Background: an optimization exercise with open tools, aiming at small area, a short achievable clock period and few clock cycles. Do not read the settings as production practice.
The RTL was checked by simulation tests, not by an equivalence proof against the original design.

==> flow/design.v, too long to show whole: its modules and the start of the top module <==
// module dual_port_RAM_0: 14 lines
// module row_pass: 227 lines
// module col_pass: 236 lines
// module M2: 261 lines
module M2 (
	input  logic        Clock_50,
	input  logic        Resetn,
	input  logic [15:0] SRAM_read_data,
	input  logic        M2_start,
	output logic        SRAM_we_n,
	output logic        M2_done,
	output logic [15:0] SRAM_write_data,
	output logic [17:0] SRAM_address
);
  // ...
==> flow/flow/run.sh <==
#!/bin/bash
# The standard layout, with timing repair aiming at 8 ns of setup slack
# instead of 0.  The clock period and constraints are the standard flow's.
set -euo pipefail
bash standard.sh SETUP_SLACK_MARGIN=8 finish > standard.log 2>&1
==> flow/standard.sh <==
#!/bin/bash
# synth_recipe.tcl (not shown) runs the flow's synth.tcl, then flattens the netlist and writes it again
# the make line also repeats each setting of config.mk as NAME=value (left out here)
make -C /OpenROAD-flow-scripts/flow DESIGN_CONFIG=/design/flow/config.mk WORK_HOME=/design/flow/orfs CLKGATE_MAP_FILE= SYNTH_SCRIPT=/design/flow/synth_recipe.tcl "${@:-finish}"
==> flow/config.mk <==
export PLATFORM = sky130hd
export DESIGN_NAME = M2
export DESIGN_NICKNAME = M2
export VERILOG_FILES = /design/flow/design.v
export SDC_FILE = /design/flow/constraint.sdc
export NUM_CORES = 8
export LEC_CHECK = 0
export CAP_MARGIN = 20
export CORE_MARGIN = 2
export CORE_UTILIZATION = 40
export CTS_CLUSTER_DIAMETER = 100
export CTS_CLUSTER_SIZE = 25
export SLEW_MARGIN = 20
export SYNTH_MEMORY_MAX_BITS = 4096
==> flow/constraint.sdc <==
create_clock -name core_clock -period 12.0 [get_ports {Clock_50}]
set_input_delay 2.4000 -clock core_clock [delete_from_list [all_inputs] [get_ports {Clock_50}]]
set_output_delay 2.4000 -clock core_clock [all_outputs]
set_load 0.01 [all_outputs]
==> metrics.yaml, run 1 <==
status: "complete, no violations"
yosysTopAreaCell: "edfxtp_1"
fmax_mhz: 253
min_from: "cm2"
reg2reg_slack_ns: 8.09
placedCellCount: 15900
cap_violations: 0
grt_pass1_wl_um: 577000
die_y_um: 613
rr_worst_depth: 5
grt_overflow: 0
cts_setup_buffers: 15
synth_seq_cells: 2998
area_delta_synth_final_pct: 7.71
hold_viol: 0
synth_top_area_frac: 0.328
rows: 223
grt_pass1_vias: 89800
synth_fa_ha_area_frac: 0.159
end_kind: "flop"
yosysSeqAreaShare: 0.520
layout_commonest_cell: "edfxtp_1"
grt_max_degree: 176
pre_cts_slack_ns: 6.89
yosysUniqueCellTypes: 91
dp_hpwl_um: 268000
min_period_ns: 3.96
grt.busiest_layer: "met2"
fp.dieW_um: 613
crit_family: "buffers and inverters"
gr-usage-met1: 0.285
path_clk_slew_ns: 0.09
hold_ws_ns: 0.356
synth_compound_area_frac: 0.0711
Testbench counts, summed over its fixed seeds: cycles 1,383,204.
==> run 2: changes to the inputs <==
==> flow/config.mk (replaced) <==
export PLATFORM = sky130hd
export DESIGN_NAME = M2
export DESIGN_NICKNAME = M2
export VERILOG_FILES = /design/flow/design.v
export SDC_FILE = /design/flow/constraint.sdc
export NUM_CORES = 8
export LEC_CHECK = 0
export ABC_AREA = 1
export CAP_MARGIN = 20
export CORE_MARGIN = 2
export CORE_UTILIZATION = 40
export CTS_CLUSTER_DIAMETER = 70
export CTS_CLUSTER_SIZE = 30
export SLEW_MARGIN = 20
export SYNTH_MEMORY_MAX_BITS = 4096
==> metrics.yaml, run 2 <==
startpoint_type: "flop"
synth_edf_count: 1622
root_buffer: "clkbuf_16"
critPathMaxFanout: 1
path_clk_slew_ns: 0.10  # about the same
fp.dieW_um: 618  # +0.83%
htree_levels: 4
drtIter0Drc: 11600
syn-cell-area_um2: 151000
layout_commonest_cell: "nand2_1"
cts_hold_buf: 0
critPathBufInv: 1
dp_hpwl_um: 291000  # +8.4%
antenna_found_initial: 11
cap_violations: 0  # unchanged
cts_tree: "yes"
fin_setup_tns_ns: 0
insertion_delay_ns: 0.99
grt_max_degree: 188  # +6.8%
ys.flop_type: "edfxtp_1"
grt_pass1_wl_um: 649000  # +13%
crit_chain: "buf_6"
whs_endpoint: "cm2"
die_y_um: 618  # +0.83%
rr_worst_depth: 9  # +4
fmax_mhz: 250  # -0.85%
portBuffers: 54
critical_path_class: "reg2out"
postSynthAreaPerCell_um2: 10.0
hp-class: "reg2reg"
ctsLongestPathBuffers: 4
cp_slowest_stage_delay_ns: 0.54
period_share: 0.333
min_period_ns: 3.99  # +0.0339 ns
synth_top_area_frac: 0.323  # -0.00541
yosysSeqAreaShare: 0.511  # -0.00857
reg_top3: "tbuf.mem: 1408 flops, stg: 176 flops"
viasPerCell: 5.40
grt_pass1_vias: 102000  # +14%
slew_headroom: 0.244
worst_pin_slew_ns: 1.12
drive_above_1_share: 0.0575
yosys_warnings: 26
final_max_slew_viol_count: 0
crit_required_ns: 9.60
wl_um: 434000
start_util: 0.402
largest_register_ff_count: 1408
status: "complete, no violations"
min_from: "cm1"
ios: 55
hold_viol: 0  # unchanged
r2r_start: "cpass.sel2[0]"
synthCells: 15000
whs_path_depth: 0
r2r_end: "cpass.ps1[8]"
drt-wirelength-per-cell_um: 21.8
cts_sinks: 2998
finClkSkew_ns: 0.0757
yosysUniqueCellTypes: 77  # -15%
core_um2: 376000
grt_overflow: 0  # unchanged
setup_violations: 0
rows: 225  # +0.90%
fin_util: 0.436
yosysTopAreaCell: "edfxtp_1"
die_area_um2: 382000
async_flop_share: 0.0547
dr.pass1.iters: 7
num_vias: 108000
synth_seq_cells: 2998  # unchanged
fin_nets: 16200
yosys-top-cells-count: "2518 x nand2_1, 1694 x nor2_1, 1622 x edfxtp_1"
regMostFlops: "tbuf.mem"
end_kind: "output port"
synth.most_common_cell: "nand2_1"
ys_top_cells_by_area: "edfxtp_1 32%, dfxtp_1 16%, fa_1 9.6%, nand2_1 6.3%, ha_1 6.0%"
place.gp.congestion: 0.930
area_delta_synth_final_pct: 8.57
arrival_ns: 1.59
crit_family: "flip-flops"
reg2reg_slack_ns: 8.08  # about the same
drcViolationCount: 0
critPathSlowestCell: "dfstp_2"
rsz0062_at_grt: "true"
grt.total_usage: 0.222
cts-buffers-inserted: 189
ant_nets: 0
mostFrequentLayoutCells: "2513 x nand2_1, 1627 x nor2_1, 1622 x edfxtp_1, 1230 x inv_1, 1227 x o21ai_0"
[run 2: kinds of logic (layout without fill, tap and decap cells)]
kind of cell	count (synthesis)	after routing	synth area share
AOI/OAI and AO/OA	3075	3075	0.117
DFF	2998	2998	0.511
buffers and inverters	1957	1831	0.0503
adders and majority gates	1446	1446	0.156
muxes	5	5	0.000365
and+or+nand+nor	5014	5014	0.135
xor gates and xnor gates	514	514	0.0298
other	1	18	0.0000249
[run 2: worst max path at each step]
| stage | start | endpoint | cells past startpoint | slack, ns |
|---|---|---|---|---|
| 6_report | SRAM_we_n | SRAM_we_n | 1 | 8.01 |
| 5_1_grt | SRAM_we_n | SRAM_we_n | 1 | 7.93 |
| 4_1_cts | cp_addr[0] | cx[19] | 8 | 7.90 |
| 3_5_place_dp | cp_addr[0] | cx[19] | 9 | 7.08 |
| 3_3_place_gp | cp_addr[0] | cx[19] | 9 | 7.09 |
| 2_1_floorplan | SRAM_read_data[0] | xr3[13] | 12 | 7.96 |
[run 2: timing repair]
item                       4_1_cts  5_1_grt
pin swaps                        0        2
cloned                           0        0
buffers inserted                15        8
resized for setup              178       26
setup endpoints to repair      109       48
[run 2: per-layer routing]
metal	part of all wire	wire (um)	vias to the layer above	GRT usage
li1	-	-	50400	-
met1	0.45	193000	52500	0.321
met2	0.45	195000	3950	0.351
met3	0.075	32600	636	0.0302
met4	0.029	12700	2	0.0599
met5	0.000018	8	-	0
[run 2: layout make-up]
cell class                      instances  area [um2]
Sequential cell                      2998       77200
Clock buffer                          206        4930
Fill cell                           35800      212000
Antenna cell                            8        20.0
Inverter                             1259        4810
Timing Repair Buffer                  224        1850
Multi-Input combinational cell      10100       66700
Tap cell                             4994        6250
Clock inverter                        142        2020
[run 2: through the flow]
stage | instance area [um2] | setup WS (ns) | instances | hold slack (ns)
detailed placement | 156000 | 7.08 | 19500 | 0.336
global route | 164000 | 7.93 | 19900 | 0.344
CTS | 164000 | 7.90 | 19900 | 0.333
finish | 164000 | 8.01 | 19900 | 0.332
global placement | 156000 | 7.09 | 19500 | 0.335
floorplan | 151000 | 7.96 | 15000 | 0.331
==> run 3: changes to the inputs <==
--- a/flow/config.mk
+++ b/flow/config.mk
@@ -5,7 +5,6 @@
 export SDC_FILE = /design/flow/constraint.sdc
 export NUM_CORES = 8
 export LEC_CHECK = 0
-export ABC_AREA = 1
 export CAP_MARGIN = 20
 export CORE_MARGIN = 2
 export CORE_UTILIZATION = 40
==> metrics.yaml, run 3 <==
largest_register_ff_count: 1408  # unchanged
yosysTopAreaCell: "edfxtp_1"
status: "complete, no violations"
ctsLongestPathBuffers: 4  # unchanged
yosysSeqAreaShare: 0.520  # +0.00857
insertion_delay_ns: 0.93  # -0.06 ns
fin_nets: 12600  # -22%
num_vias: 88400  # -18%
htree_levels: 4  # unchanged
reg2reg_slack_ns: 8.12  # +0.04 ns
cap_violations: 0  # unchanged
start_util: 0.402  # about the same
hold_viol: 0  # unchanged
fp.dieW_um: 613  # -0.82%
grt_pass1_vias: 90100  # -12%
cts_sinks: 2998  # unchanged
whs_path_depth: 0  # unchanged
rr_worst_depth: 9  # unchanged
grt.total_usage: 0.204  # -0.0183
worst_pin_slew_ns: 1.24  # +0.117 ns
grt_pass1_wl_um: 578000  # -11%
root_buffer: "clkbuf_16"
crit_family: "flip-flops"
mostFrequentLayoutCells: "1622 x edfxtp_1, 1174 x dfxtp_1, 958 x nor2_1, 800 x nand2_1, 758 x xnor2_1"
die_y_um: 613  # -0.82%
cts-buffers-inserted: 166  # -12%
yosysUniqueCellTypes: 91  # +18%
die_area_um2: 376000  # -1.6%
drtIter0Drc: 8473  # -27%
ys_top_cells_by_area: "edfxtp_1 33%, dfxtp_1 16%, fa_1 9.8%, mux4_2 7.0%, ha_1 6.1%"
syn-cell-area_um2: 148000  # -1.6%
synthCells: 11400  # -24%
fin_setup_tns_ns: 0  # unchanged
critical_path_class: "reg2out"
end_kind: "output port"
startpoint_type: "flop"
ys.flop_type: "edfxtp_1"
cts_tree: "yes"
grt_overflow: 0  # unchanged
arrival_ns: 1.52  # -0.07 ns
slew_headroom: 0.171  # -0.0732
layout_setup_ws_ns: 8.08  # +0.0721 ns
r2r_end: "rpass.ps0[15]"
final_max_slew_viol_count: 0  # unchanged
wl_met3_um: 23000  # -29%
setup_violations: 0  # unchanged
area_delta_synth_final_pct: 8.46  # about the same
crit_chain: "dlygate4sd2_1"
synth.most_common_cell: "edfxtp_1"
drt-met1-wl_um: 169000  # -13%
synth_top_area_frac: 0.328  # +0.00541
min_period_ns: 3.92  # -0.0721 ns
reg_top3: "tbuf.mem: 1408 flops, stg: 176 flops"
antenna_found_initial: 17  # +6
critPathSlowestCell: "dfrtp_1"
yosys_warnings: 26  # unchanged
grt_max_degree: 176  # -6.4%
viasPerCell: 5.44  # +0.61%
async_flop_share: 0.0547  # unchanged
pre_cts_slack_ns: 6.89  # -0.187 ns
ant_nets: 0  # unchanged
drt-wirelength-per-cell_um: 23.8  # +9.0%
regMostFlops: "tbuf.mem"
yosys-top-cells-count: "1622 x edfxtp_1, 1212 x dfxtp_1, 1019 x nor2_1"
hold_ws_ns: 0.355  # +0.0221 ns
postSynthAreaPerCell_um2: 13.0  # +30%
place.gp.congestion: 0.937  # +0.79%
layout_commonest_cell: "edfxtp_1"
hp-class: "reg2reg"
whs_endpoint: "col_odd"
period_share: 0.327  # -0.00601
cts_hold_buf: 0  # unchanged
dr.max_layer_used: "met5"
crit_required_ns: 9.60  # about the same
ios: 55  # unchanged
min_from: "cm2"
r2r_start: "rpass.sel2[0]"
portBuffers: 54  # unchanged
cp_slowest_stage_delay_ns: 0.38  # -0.16 ns
rows: 223  # -0.89%
wl_um: 386000  # -11%
finClkSkew_ns: 0.0986  # +0.0229 ns
synth_edf_count: 1622  # unchanged
fmax_mhz: 255  # +1.8%
dp_hpwl_um: 268000  # -7.8%
dr.pass1.iters: 6  # -1
synth_seq_cells: 2998  # unchanged
drive_above_1_share: 0.117  # +0.0596
wl_met2_um: 184000  # -5.4%
core_um2: 369000  # -1.7%
rsz0062_at_grt: "true"
path_clk_slew_ns: 0.09  # about the same
drcViolationCount: 0  # unchanged
critPathBufInv: 1  # unchanged
critPathMaxFanout: 2  # +1
-- run 3: cells by family after synthesis --
group           Yosys count  share of synthesized area
compound gates         1693                     0.0711
xor+xnor               1184                     0.0699
fa+ha+maj              1448                      0.159
buf+inv                1018                     0.0258
flops                  2998                      0.520
mux                     675                     0.0859
other cells               1                  0.0000253
simple gates           2371                     0.0688
-- run 3: how the worst max path moves through the flow --
stage                       from              end  slack (ns)  cells past startpoint
2_1_floorplan  SRAM_read_data[2]          xr3[15]        7.81                     11
3_3_place_gp   SRAM_read_data[1]          xr3[15]        6.81                     14
3_5_place_dp   SRAM_read_data[1]          xr3[16]        6.89                     12
4_1_cts          SRAM_address[0]  SRAM_address[0]        8.00                      1
5_1_grt                   rpl[1]         rowb[13]        7.93                     17
6_report                 M2_done          M2_done        8.08                      1
-- run 3: metal layers --
| metal | vias up | GRT usage |
|---|---|---|
| met1 | 45400 | 0.284 |
| met4 | 2 | 0.0507 |
| li1 | 39900 | - |
| met2 | 2702 | 0.339 |
| met5 | - | 0 |
| met3 | 479 | 0.0239 |
-- run 3: layout make-up --
class	instances	area (um2)
Fill cell	33200	208000
Sequential cell	2998	77200
Clock buffer	187	4390
Tap cell	4950	6190
Inverter	429	1610
Multi-Input combinational cell	7381	68300
Timing Repair Buffer	208	1910
Antenna cell	3	7.51
Clock inverter	106	1300
-- run 3: per-stage QoR --
stage	instances	instance area [um2]	utilization
6_report	16300	161000	0.436
5_1_grt	16300	161000	0.436
4_1_cts	16200	160000	0.435
3_5_place_dp	15900	154000	0.418
3_3_place_gp	15900	154000	0.418
2_1_floorplan	11400	148000	-
-- run 3: timing repair --
item                       CTS  global route
pin swaps                   10            20
gates resized for setup     98            50
setup endpoints to repair  224            99
buffers inserted            22            15
gates cloned                 1             0
==> run 4: changes to the inputs <==
--- a/flow/config.mk
+++ b/flow/config.mk
@@ -7,7 +7,7 @@
 export LEC_CHECK = 0
 export CAP_MARGIN = 20
 export CORE_MARGIN = 2
-export CORE_UTILIZATION = 40
+export CORE_UTILIZATION = 55
 export CTS_CLUSTER_DIAMETER = 70
 export CTS_CLUSTER_SIZE = 30
 export SLEW_MARGIN = 20
==> metrics.yaml, run 4 <==
grt_pass1_wl_um: 582000  # +0.61%
period_share: 0.327  # about the same
whs_path_depth: 0  # unchanged
fillers: 21200  # -36%
ios: 55  # unchanged
hp-class: "reg2reg"
cts_tree: "yes"
yosys_warnings: 26  # unchanged
ant_nets: 0  # unchanged
area_delta_synth_final_pct: 7.82
fin_setup_tns_ns: 0  # unchanged
synth_top_family_by_area: "adder cells"
startpoint_type: "flop"
grt.total_usage: 0.285  # +0.0813
drt-wirelength-per-cell_um: 26.2  # +10%
place.gp.congestion: 0.931  # -0.63%
whs_endpoint: "cx3[0]"
synth_seq_cells: 2998  # unchanged
synth_top_area_frac: 0.328  # unchanged
insertion_delay_ns: 0.91  # -0.02 ns
path_clk_slew_ns: 0.11  # +0.02 ns
drt-met1-wl_um: 173000  # +2.2%
ys.flop_type: "edfxtp_1"
dr.pass1.iters: 6  # unchanged
rsz0062_at_grt: "true"
min_from: "cx[0]"
r2r_end: "rpass.rb[2][29]"
drcViolationCount: 0  # unchanged
grt_max_degree: 148  # -16%
ys_top_cells_by_area: "edfxtp_1 33%, dfxtp_1 16%, fa_1 9.8%, mux4_2 7.0%, ha_1 6.1%"
layout_commonest_cell: "edfxtp_1"
start_util: 0.553  # +0.151
root_buffer: "clkbuf_16"
status: "complete, no violations"
portBuffers: 54  # unchanged
arrival_ns: 4.77  # +3.25 ns
dr.max_layer_used: "met5"
synthSimpleGateAreaFrac: 0.0688  # unchanged
layout_setup_ws_ns: 8.07  # -0.00348 ns
postSynthAreaPerCell_um2: 13.0  # unchanged
cts-buffers-inserted: 176  # +6.0%
yosysTopAreaCell: "edfxtp_1"
critPathMaxFanout: 4  # +2
cts_sinks: 2998  # unchanged
viasPerCell: 5.97  # +9.8%
cap_violations: 0  # unchanged
grt_pass1_vias: 89400  # -0.80%
slew_headroom: 0.122  # -0.0494
wl_met2_um: 185000  # +0.22%
regMostFlops: "tbuf.mem"
synthCells: 11400  # unchanged
synth_edf_count: 1622  # unchanged
syn-cell-area_um2: 148000  # unchanged
fin_nets: 12700  # +0.27%
hold_ws_ns: 0.392  # +0.0370 ns
drive_above_1_share: 0.125  # +0.00757
drtIter0Drc: 8552  # +0.93%
wl_met3_um: 23500  # +2.2%
placedCellCount: 14600  # -8.5%
synth_compound_area_frac: 0.0711  # unchanged
antenna_found_initial: 35  # +18
synth-xor-area-share: 0.0699  # unchanged
yosys-top-cells-count: "1622 x edfxtp_1, 1212 x dfxtp_1, 1019 x nor2_1"
hold_viol: 0  # unchanged
reg_top3: "tbuf.mem: 1408 flops, stg: 176 flops"
r2r_start: "rpass.pc2[2]"
num_vias: 89100  # +0.73%
htree_levels: 4  # unchanged
die_area_um2: 274000  # -27%
end_kind: "flop"
crit_required_ns: 12.85  # +3.25 ns
yosysUniqueCellTypes: 91  # unchanged
critical_path_class: "reg2reg"
fp.dieW_um: 523  # -15%
cts_hold_buf: 0  # unchanged
muxShareOfSynthArea: 0.0859  # unchanged
dp_hpwl_um: 272000  # +1.3%
pre_cts_slack_ns: 6.89  # +0.00561 ns
setup_violations: 0  # unchanged
rows: 190  # -15%
rr_worst_depth: 13  # +4
final_max_slew_viol_count: 0  # unchanged
finClkSkew_ns: 0.0458  # -0.0528 ns
synth_fa_ha_area_frac: 0.159  # unchanged
die_y_um: 523  # -15%
yosysSeqAreaShare: 0.520  # unchanged
final_cells: 14900  # -8.2%
wl_um: 392000  # +1.3%
worst_pin_slew_ns: 1.32  # +0.0782 ns
synth.most_common_cell: "edfxtp_1"
grt_overflow: 0  # unchanged
largest_register_ff_count: 1408  # unchanged
fmax_mhz: 255  # about the same
ctsLongestPathBuffers: 4  # unchanged
core_um2: 268000  # -27%
async_flop_share: 0.0547  # unchanged
mostFrequentLayoutCells: "1622 x edfxtp_1, 1171 x dfxtp_1, 955 x nor2_1, 799 x nand2_1, 758 x xnor2_1"
reg2reg_slack_ns: 8.07  # -0.05 ns
min_period_ns: 3.93  # +0.00348 ns
## run 4: cell counts after synthesis
Identical to the previous run, type by type.
## run 4: worst max path at each step
stage / start / to / slack (ns) / cells after the start
3_3_place_gp: SRAM_read_data[1] / xr3[15] / 6.85 / 14
5_1_grt: rpass.pc3[3] / rpass.ra[3][27] / 7.94 / 16
6_report: rpass.pc2[2] / rpass.rb[2][29] / 8.07 / 13
2_1_floorplan: SRAM_read_data[2] / xr3[15] / 7.81 / 11
3_5_place_dp: SRAM_read_data[1] / xr3[16] / 6.89 / 12
4_1_cts: cpass.pc3[3] / cpass.rb[3][29] / 7.99 / 14
## run 4: per-stage QoR
stage | instance area [um2] | utilization
final | 160000 | 0.596
after global routing | 160000 | 0.596
after CTS | 159000 | 0.595
after detailed placement | 153000 | 0.570
after global placement | 153000 | 0.570
after floorplan | 148000 | -
## run 4: critical path, cell delays in order (launching register included)
cell	delay, ns
dfxtp_1	0.35
fa_1	0.59
ha_1	0.25
a21o_1	0.16
a21o_1	0.26
a2111oi_4	0.51
o31ai_2	0.20
o211ai_1	0.20
buf_4	0.18
a2111o_1	0.27
a31oi_2	0.22
a31o_2	0.33
a211o_1	0.29
nand2_1	0.05
## run 4: layout make-up
cell class,instances,area [um2],share of cell area
Sequential cell,2998,77200,0.483
Multi-Input combinational cell,7381,68200,0.427
Clock buffer,199,4690,0.0293
Tap cell,3552,4440,0.0278
Timing Repair Buffer,232,2080,0.0130
Clock inverter,121,1620,0.0101
Inverter,429,1610,0.0101
Antenna cell,11,27.5,0.000172
## run 4: kinds of logic after synthesis
logic type | count (synthesis)
flip-flops | 2998
AND/OR/NAND/NOR | 2371
AO/OA/AOI/OAI | 1693
buffers and inverters | 1018
multiplexers | 675
adder cells (fa/ha/maj) | 1448
XOR/XNOR | 1184
other | 1
## run 4: layer usage
metal	global-route usage	vias to the layer above
met5	0	-
met4	0.0749	8
met3	0.0279	536
met2	0.458	2870
met1	0.419	45700
li1	-	40000
## run 4: what timing repair did
action                     in CTS  in global routing
setup buffers                  12                 12
pin swaps                       9                 25
gates resized for setup       149                 72
setup endpoints to repair     270                127
cloned                          2                  0
hold endpoints to repair        0                  0

-- static timing again, ports no longer ideal --
Ports are ideal in the flow. The routed layouts listed here were re-timed in OpenROAD. Step 1 sets driving cells, clkbuf_16 on the clock port and buf_2 on the other inputs (assumed; they add their load-dependent delay and slew). Step 2 times the ports against the registers' clock, not the clock port: input delays grow and output delays shrink by t, the midpoint of the rising clock arrivals with the driver on. a / b / c = ideal / step 1 / step 2; a / b = the first two.
run	shift t [ns]	slack for setup (ns)	hold slack, ns	cell pins on the clock port's net
run 1	0.957	8.040 / 7.974 / 7.167	0.356 / 0.356 / 0.356	1
run 2	1.045	8.006 / 7.900 / 7.207	0.332 / 0.332 / 0.332	1
run 3	0.991	8.078 / 7.974 / 7.238	0.355 / 0.355 / 0.355	1
run 4	0.980	8.074 / 7.988 / 7.248	0.392 / 0.392 / 0.392	1
After both steps setup and hold are still met in every run listed. For run 1, which loses most, drivers alone change the setup slack by -0.066 ns; drivers and shift together by -0.873 ns.
